From an optimization exercise on the open Yosys and OpenROAD flow, aimed at small area; shortcuts taken in it are not production practice.
At most, simulation tests tie the RTL to the original design; equivalence was not proved.
Power is estimated from default activity; no workload was simulated.

Setup of old:
==> flow/design.v <==
`timescale 1ns / 1ps
module t_ff(
    input  logic clk, reset,
    input  logic t,
    output logic q
    );
    always_ff@(posedge clk, posedge reset)
    begin
        if(reset)
            q <= 1'b0;
        else if(t)
            q <= ~q;
    end
endmodule
`timescale 1ns / 1ps
module timerMs_input
    #(parameter bits = 16)(
    input logic clk, reset,
    input logic phase_zero, phase_wrap,
    input logic [bits - 1:0] finalValue,
    output logic done
    );
    localparam logic [25:0] INV = 26'h0c26139;  
    logic [25:0] w_reg, w_next, toggle;
    logic [26:0] carry;   
    assign done = phase_zero && (w_reg == {{(26-bits){1'b0}}, finalValue});
    always_comb
    begin
        carry[0] = 1'b0;
        for (int k = 0; k < 26; k++)
        begin
            if (INV[k])
            begin
                toggle[k]  = (phase_wrap & ~carry[k]) | (done & w_reg[k]);
                carry[k+1] = carry[k] | (phase_wrap & w_reg[k]);
            end
            else
            begin
                toggle[k]  = carry[k] | (done & w_reg[k]);
                carry[k+1] = carry[k] & w_reg[k];
            end
            w_next[k] = w_reg[k] ^ toggle[k];
        end
    end
    always_ff@(posedge clk, posedge reset)
    begin
        if(reset)
            w_reg <= 0;
        else
            w_reg <= w_next;
    end
endmodule
`timescale 1ns / 1ps
module singleLedBlink
    #(parameter bits = 16)(
    input logic clk, reset,
    input logic phase_zero, phase_wrap,
    input logic [bits - 1:0] finalValue,
    output logic led
    );
    logic timerOut;
    timerMs_input #(.bits(bits)) timer (
        .clk(clk),
        .reset(reset),
        .phase_zero(phase_zero),
        .phase_wrap(phase_wrap),
        .finalValue(finalValue),
        .done(timerOut)
    );
    t_ff TFF (
        .clk(clk),
        .reset(reset),
        .t(timerOut),
        .q(led)
    );
endmodule
`timescale 1ns / 1ps
module blinkingLeds
    #(parameter W = 4)(  
    input logic clk, reset,
    input  logic cs,
    input  logic read,
    input  logic write,
    input  logic [4:0] addr,
    input  logic [31:0] wr_data,
    output logic [31:0] rd_data,
    output logic [W-1:0] LED
    );
    logic [15:0] led_reg [3:0];
    logic wr_en;
    logic [5:0] phase;
    logic phase_zero, phase_wrap;
    always_ff@(posedge clk, posedge reset)
    begin
        if(reset)
            phase <= 0;
        else
            phase <= phase + 1;
    end
    assign phase_zero = (phase == 6'd0);
    assign phase_wrap = (phase == 6'd63);
    generate
        genvar i;
        for(i=0; i<4; i=i+1)
        begin: blinkingCircuit
            singleLedBlink #(.bits(16)) blink (
                .clk(clk),
                .reset(reset),
                .phase_zero(phase_zero),
                .phase_wrap(phase_wrap),
                .finalValue(led_reg[i]),
                .led(LED[i])
            );
        end
    endgenerate
    always_ff@(posedge clk, posedge reset)
    begin
        if(reset)
        begin
            led_reg[0] <= 0;
            led_reg[1] <= 0;
            led_reg[2] <= 0;
            led_reg[3] <= 0;
        end
        else
        begin
            if(wr_en)
            begin
                if(addr[1:0] == 2'b00)
                    led_reg[0] <= wr_data[15:0];
                if(addr[1:0] == 2'b01)
                    led_reg[1] <= wr_data[15:0];
                if(addr[1:0] == 2'b10)
                    led_reg[2] <= wr_data[15:0];
                if(addr[1:0] == 2'b11)
                    led_reg[3] <= wr_data[15:0];
            end
        end
    end
    assign wr_en = write && cs && (addr <= 3);
    assign rd_data = 0;
endmodule
export LEC_CHECK = 0
export CAP_MARGIN = 20
export CORE_MARGIN = 2
export CORE_UTILIZATION = 70
export PLACE_DENSITY = 0.8
export SLEW_MARGIN = 20
create_clock -name core_clock -period 10.0 [get_ports {clk}]
standard.sh (not shown) runs the stock make flow with config.mk's settings and CLKGATE_MAP_FILE= SYNTH_SCRIPT=/design/flow/synth_recipe.tcl, a recipe that flattens the netlist after the stock synthesis.
==> flow/flow/run.sh <==
#!/bin/bash
# Own layout flow: the standard ORFS flow (standard.sh) with
#  - synthesis through synth_area.tcl (area-oriented ABC mapping),
#  - port buffers of the smallest buffer cell,
#  - CTS without dummy loads,
#  - one tie cell for all constant outputs (no tie fanout repair),
set -euo pipefail
here=$(cd "$(dirname "$0")" && pwd)
bash standard.sh \
  SYNTH_SCRIPT="$here/synth_area.tcl" \
  BUFFER_PORTS_ARGS="-buffer_cell sky130_fd_sc_hd__buf_1" \
  CTS_ARGS="-sink_clustering_enable -repair_clock_nets -dont_use_dummy_load -buf_list sky130_fd_sc_hd__clkbuf_8" \
  SKIP_REPAIR_TIE_FANOUT=1 \
  finish > make_flow.log 2>&1
==> flow/flow/area.abc <==
strash
&get -n
&fraig -x
&put
dc2
strash
&get -n
&dch -f
&nf -R 1000 -p
&put
strash
&get -n
&dch -f
&nf -R 1000 -p
&put
==> flow/flow/mux_a22o.v <==
module sky130_fd_sc_hd__mux2_1 (input A0, input A1, input S, output X);
  wire s_n;
  sky130_fd_sc_hd__inv_1 sel_inv (.A(S), .Y(s_n));
  sky130_fd_sc_hd__a22o_1 _TECHMAP_REPLACE_ (.A1(S), .A2(A1), .B1(s_n), .B2(A0), .X(X));
endmodule
==> flow/flow/synth_area.tcl <==
# The standard synthesis script (synth_recipe.tcl), with one change: ABC
# maps the combinational logic with an area-oriented script (area.abc)
# instead of ORFS's delay-oriented one, and mux2 cells become a22o cells
# (mux_a22o.v). Registers are mapped before ABC runs,
# so they come out exactly as in the standard synthesis.
set flow_dir [file dirname [file normalize [info script]]]
set area_abc_script [file join $flow_dir area.abc]
set mux_map [file join $flow_dir mux_a22o.v]
proc synth {args} { yosys synth -nofsm -noshare {*}$args }
proc abc {args} {
  set i [lsearch -exact $args -script]
  lset args [expr {$i + 1}] $::area_abc_script
  yosys abc {*}$args
  # 2:1 muxes on a shared select: a22o plus one shared inverter per select
  yosys techmap -map $::mux_map t:sky130_fd_sc_hd__mux2_1
  yosys opt_merge -share_all t:sky130_fd_sc_hd__inv_1
  yosys opt_clean
}
source $::env(SCRIPTS_DIR)/synth.tcl
# left out here: clear keep_hierarchy, flatten, clean up, hide names made inside functions, write 1_2_yosys.v
old finished end to end and its layout was clean on timing, DRC and antenna.
Setup changes, old to new
--- a/flow/design.v
+++ b/flow/design.v
@@ -21,9 +21,10 @@
     output logic done
     );
     localparam logic [25:0] INV = 26'h0c26139;  
-    logic [25:0] w_reg, w_next, toggle;
+    logic [25:0] w_reg, w_keep, w_next;
     logic [26:0] carry;   
     assign done = phase_zero && (w_reg == {{(26-bits){1'b0}}, finalValue});
+    assign w_keep = done ? 26'd0 : w_reg;
     always_comb
     begin
         carry[0] = 1'b0;
@@ -31,15 +32,14 @@
         begin
             if (INV[k])
             begin
-                toggle[k]  = (phase_wrap & ~carry[k]) | (done & w_reg[k]);
+                w_next[k]  = w_keep[k] ^ (phase_wrap & ~carry[k]);
                 carry[k+1] = carry[k] | (phase_wrap & w_reg[k]);
             end
             else
             begin
-                toggle[k]  = carry[k] | (done & w_reg[k]);
+                w_next[k]  = w_keep[k] ^ carry[k];
                 carry[k+1] = carry[k] & w_reg[k];
             end
-            w_next[k] = w_reg[k] ^ toggle[k];
         end
     end
     always_ff@(posedge clk, posedge reset)
new completed every stage of the flow, and the final layout passed the timing, design-rule and antenna checks.
Going from old to new, final area increased about 0.5%; clock share of power increased 0.4 points; final critical-path required period increased 0.42 ns; sequential fraction of the synthesis area decreased 0.33 points; number of tap instances increased 2.1%.
| maximum fanout encountered on the critical timing path | lower: new |
Setup slack (lower): new
No functional check of the RTL was part of old.

port drivers added, routing unchanged:
The flow's constraints put no driver on any port. The routed layouts listed below were extracted and timed again, unchanged, in two steps.
Step 1 assumes that a clkbuf_16 drives the clock port and a buf_2 every other input.
Step 2 adds t to the input delays and takes it off the output delays; t is the mean of the earliest and latest rising clock arrival at the registers after step 1. Input paths then give back, and output paths get back, about the clock's delay inside the block.
Slacks: ideal ports / drivers / drivers and shift; pairs: ideal ports / drivers.
run | t, ns | setup slack, ns | hold slack, ns
old | 0.481 | 5.503 / 5.503 / 5.503 | 0.471 / 0.471 / 0.471
new | 0.480 | 5.080 / 5.080 / 5.080 | 0.471 / 0.471 / 0.471
After both steps every run listed still meets setup and hold.
